Source: an optimization exercise on an open RTL-to-GDS flow (aim: small area and a short achievable clock period). Production flows keep margins and buffers that such runs may drop.
Only simulation tests tie the RTL to the original design; equivalence was not proved.
Power figures rest on the tool's default switching activity, not on a simulated workload.

Setup of S:
Design riscv_top, start of the top module:
module riscv_top(
    input           clk,
    input           rst,
    input   [31:0]  Instruction,
    input   [31:0]  mem_data_in,
    output  [31:0]  mem_data_out,
    output  [31:0]  mem_address_out,
    output  [31:0]  PC,
    output          mem_we,
    output  [1:0]   mem_Write_Strobe_out
    );
Size in the first run: about 6100 cells after synthesis, roughly 170 I/O pins, ~72000 um2 of cells after synthesis.
export LEC_CHECK = 0
export CAP_MARGIN = 20
export CORE_MARGIN = 2
export CORE_UTILIZATION = 30
export PLACE_DENSITY = 0.5
export SLEW_MARGIN = 20
create_clock -name core_clock -period 14.0 [get_ports {clk}]
standard.sh (not shown) runs the stock make flow with config.mk's settings and CLKGATE_MAP_FILE= SYNTH_SCRIPT=/design/flow/synth_recipe.tcl, a recipe that flattens the netlist after the stock synthesis.
==> flow/flow/run.sh <==
#!/bin/bash
# The standard layout, with the resizer asked to overfix setup: repair_timing
# keeps working on paths until their slack is SETUP_SLACK_MARGIN.
export SETUP_SLACK_MARGIN=9
bash standard.sh > standard.log 2>&1
Input changes introduced in R (baseline for comparison: S):
diff --git a/flow/design.v b/flow/design.v
--- a/flow/design.v
+++ b/flow/design.v
@@ -1,23 +1,25 @@
 module riscv_top(
     input           clk,
     input           rst,
     input   [31:0]  Instruction,
     input   [31:0]  mem_data_in,
     output  [31:0]  mem_data_out,
     output  [31:0]  mem_address_out,
     output  [31:0]  PC,
     output          mem_we,
     output  [1:0]   mem_Write_Strobe_out
     );
-reg  [31:0] pc_q;
+reg  [31:0] pc_s, pc_t, pc_m;
+reg         sel_t, sel_m;
+wire [31:0] pc_q = sel_m ? pc_m : sel_t ? pc_t : pc_s;
 reg         id_v;            
 reg  [31:0] id_ir;
 reg  [31:0] id_pc;
 reg  [31:0] id_r1, id_r2;    
 reg         id_isS, id_isL, id_isB, id_isJALR, id_isJAL, id_isAUIPC, id_isLUI;
 reg         id_regw, id_muxb, id_immS, id_immU;
 reg         id_arith, id_sub, id_xor, id_or, id_and, id_sll, id_srl, id_slt;
 reg  [1:0]  id_ws;
 reg         pm_ex1, pm_ex2, pm_mem1, pm_mem2, pm_wb1, pm_wb2;
 reg         st_v, st_b;
 reg  [31:0] ex_a, ex_b, ex_c;
@@ -161,23 +163,22 @@
         3'b000: cond = c_eq;
         3'b001: cond = ~c_eq;
         3'b100, 3'b010: cond = c_lt;
         3'b101: cond = ~c_lt;
         3'b110, 3'b011: cond = c_ltu;
         default: cond = ~c_ltu;
     endcase
 end
 wire        taken  = (isB & cond) | jump;
 wire [31:0] target_r = (id_isJALR ? r1 : id_pc) + imm;
 wire [31:0] target_m = mem_busd + imm;
-wire [31:0] target   = (id_isJALR & fc1) ? target_m : target_r;
 wire [31:0] ex_res;
 wire [31:0] fa = pm_ex1 ? ex_res : pm_mem1 ? mem_busd : r1;
 wire [31:0] fb = pm_ex2 ? ex_res : pm_mem2 ? mem_busd : r2;
 wire       bub     = stall | ~id_v;
 wire [4:0] n_rs1   = stall ? rs1u : f_rs1;
 wire [4:0] n_rs2   = stall ? rs2u : f_rs2;
 wire       n_bj    = stall ? (id_isB | id_isJAL | id_isJALR) : (f_isB | f_isJAL | f_isJALR);
 wire       n_ex_fw = ~bub & id_regw & (rd != 5'd0);
 wire       n_ex_ld = ~bub & id_isL;
 wire       n_ex1   = n_ex_fw & (rd == n_rs1);
 wire       n_ex2   = n_ex_fw & (rd == n_rs2);
@@ -208,37 +209,40 @@
 wire [3:0] n_b0 = ({4{e_b}} & e_lane) | ({4{e_h}} & {1'b0, e_lane[2:0]}) | {3'b000, e_w};
 wire [3:1] n_b1 = ({3{e_h}} & e_lane[2:0]) | {2'b00, e_w};
 wire [3:0] n_s1 = {4{e_b & e_sg}} & e_lane;
 wire [3:0] n_s2 = ({4{e_b & e_sg}} & e_lane) | ({4{e_h & e_sg}} & {e_lane[2:0], 1'b0});
 assign PC                   = pc_q;
 assign mem_address_out      = mem_fu;
 assign mem_we               = mem_memw;
 assign mem_Write_Strobe_out = mem_ws;
 assign mem_data_out         = (wb_rd != 5'd0 && mem_rs2 == wb_rd) ? wb_din : mem_c;
 always @(posedge clk or negedge rst) begin
     if (!rst) begin
-        pc_q     <= 32'd0;
+        pc_s     <= 32'd0;
+        sel_t    <= 1'b0;
+        sel_m    <= 1'b0;
         id_v     <= 1'b0;
         pm_ex1   <= 1'b0; pm_ex2 <= 1'b0; pm_mem1 <= 1'b0; pm_mem2 <= 1'b0;
         pm_wb1   <= 1'b0; pm_wb2 <= 1'b0; st_v <= 1'b0; st_b <= 1'b0;
         ex_arith <= 1'b0; ex_sub <= 1'b0; ex_xor <= 1'b0; ex_or <= 1'b0;
         ex_and   <= 1'b0; ex_sll <= 1'b0; ex_srl <= 1'b0; ex_slt <= 1'b0;
         ex_rd    <= 5'd0; ex_regw <= 1'b0; ex_memw <= 1'b0; ex_load <= 1'b0;
         mem_fu   <= 32'd0;
         mem_rd   <= 5'd0; mem_regw <= 1'b0; mem_memw <= 1'b0;
         wb_rd    <= 5'd0; wb_regw <= 1'b0;
     end else begin
-        if (!stall) begin
-            pc_q <= taken ? target : pc_q + 32'd4;
+        pc_s  <= stall ? pc_q : pc_q + 32'd4;
+        sel_t <= ~stall & taken & ~(id_isJALR & fc1);
+        sel_m <= ~stall & jump & id_isJALR & fc1;
+        if (!stall)
             id_v <= ~taken;
-        end
         if (stall || !id_v) begin
             ex_arith <= 1'b0; ex_sub <= 1'b0; ex_xor <= 1'b0; ex_or <= 1'b0;
             ex_and   <= 1'b0; ex_sll <= 1'b0; ex_srl <= 1'b0; ex_slt <= 1'b0;
             ex_rd    <= 5'd0; ex_regw <= 1'b0; ex_memw <= 1'b0; ex_load <= 1'b0;
         end else begin
             ex_arith <= id_arith; ex_sub <= id_sub; ex_xor <= id_xor; ex_or <= id_or;
             ex_and   <= id_and;   ex_sll <= id_sll; ex_srl <= id_srl; ex_slt <= id_slt & cond;
             ex_rd    <= rd; ex_regw <= id_regw; ex_memw <= id_isS; ex_load <= id_isL;
         end
         pm_ex1   <= n_ex1;
         pm_ex2   <= n_ex2;
@@ -283,22 +287,24 @@
         id_r1      <= hd_r1;
         id_r2      <= hd_r2;
     end
     ex_a    <= (id_isAUIPC | id_isJAL) ? id_pc : fa;
     ex_b    <= id_muxb ? imm : fb;
     ex_c    <= id_isS ? fb : id_isAUIPC ? target_r : pc_q;
     ex_rs2  <= rs2u;
     ex_ws   <= id_ws;
     ex_uns  <= f3[2];
     ex_link <= id_isAUIPC | id_isJAL | id_isJALR;
     mem_c    <= ex_c;
+    pc_t     <= target_r;
+    pc_m     <= target_m;
     ms_fu    <= ~ex_load;
     ms_b0    <= n_b0;
     ms_b1    <= n_b1;
     ms_s1    <= n_s1;
     ms_w     <= e_w;
     ms_s2    <= n_s2;
     mem_load <= ex_load;
     mem_rs2  <= ex_rs2;
     mem_ws   <= ex_ws;
     mem_uns  <= ex_uns;
     mem_link <= ex_link;
### Flow results
Diff S -> R: number of antenna violations at the first check in global routing went down 21; worst hold margin fell 0.0066 ns. Going from S to R, wire length grew by a few percent. Between S and R, the met3 track demand over resource is higher for R. Diff S -> R | buffer count excluding the clock tree in the final layout | down by a few percent. ~same leakage dissipation in S and R. S gets by with fewer registers than R. Final cell count without fillers | R above S.

port drivers added, routing unchanged:
How much do the figures lean on ideal ports? The routed layouts below were timed once more, with nothing changed but the port constraints.
Step 1 sets driving cells, clkbuf_16 on the clock port and buf_2 on the other inputs (assumed; they add their load-dependent delay and slew).
Step 2 times the ports against the registers' clock, not the clock port: input delays grow and output delays shrink by t, the midpoint of the rising clock arrivals with the driver on.
Slacks: no drivers / after step 1 / after step 2; pairs: no drivers / after step 1.
run | t (ns) | setup slack, ns | latest minus earliest clock arrival (ns) | worst slew at a driven data input, ns | cell pins on the clock port's net
S | 0.932 | 7.531 / 7.559 / 6.627 | 0.112 / 0.112 | 0.12 | 1
R | 0.905 | 8.302 / 8.213 / 7.580 | 0.077 / 0.077 | 0.06 | 1
After both steps setup and hold are still met in every run listed. The setup slack of S, which loses most, moves by +0.028 ns with the drivers and by -0.904 ns with both steps.
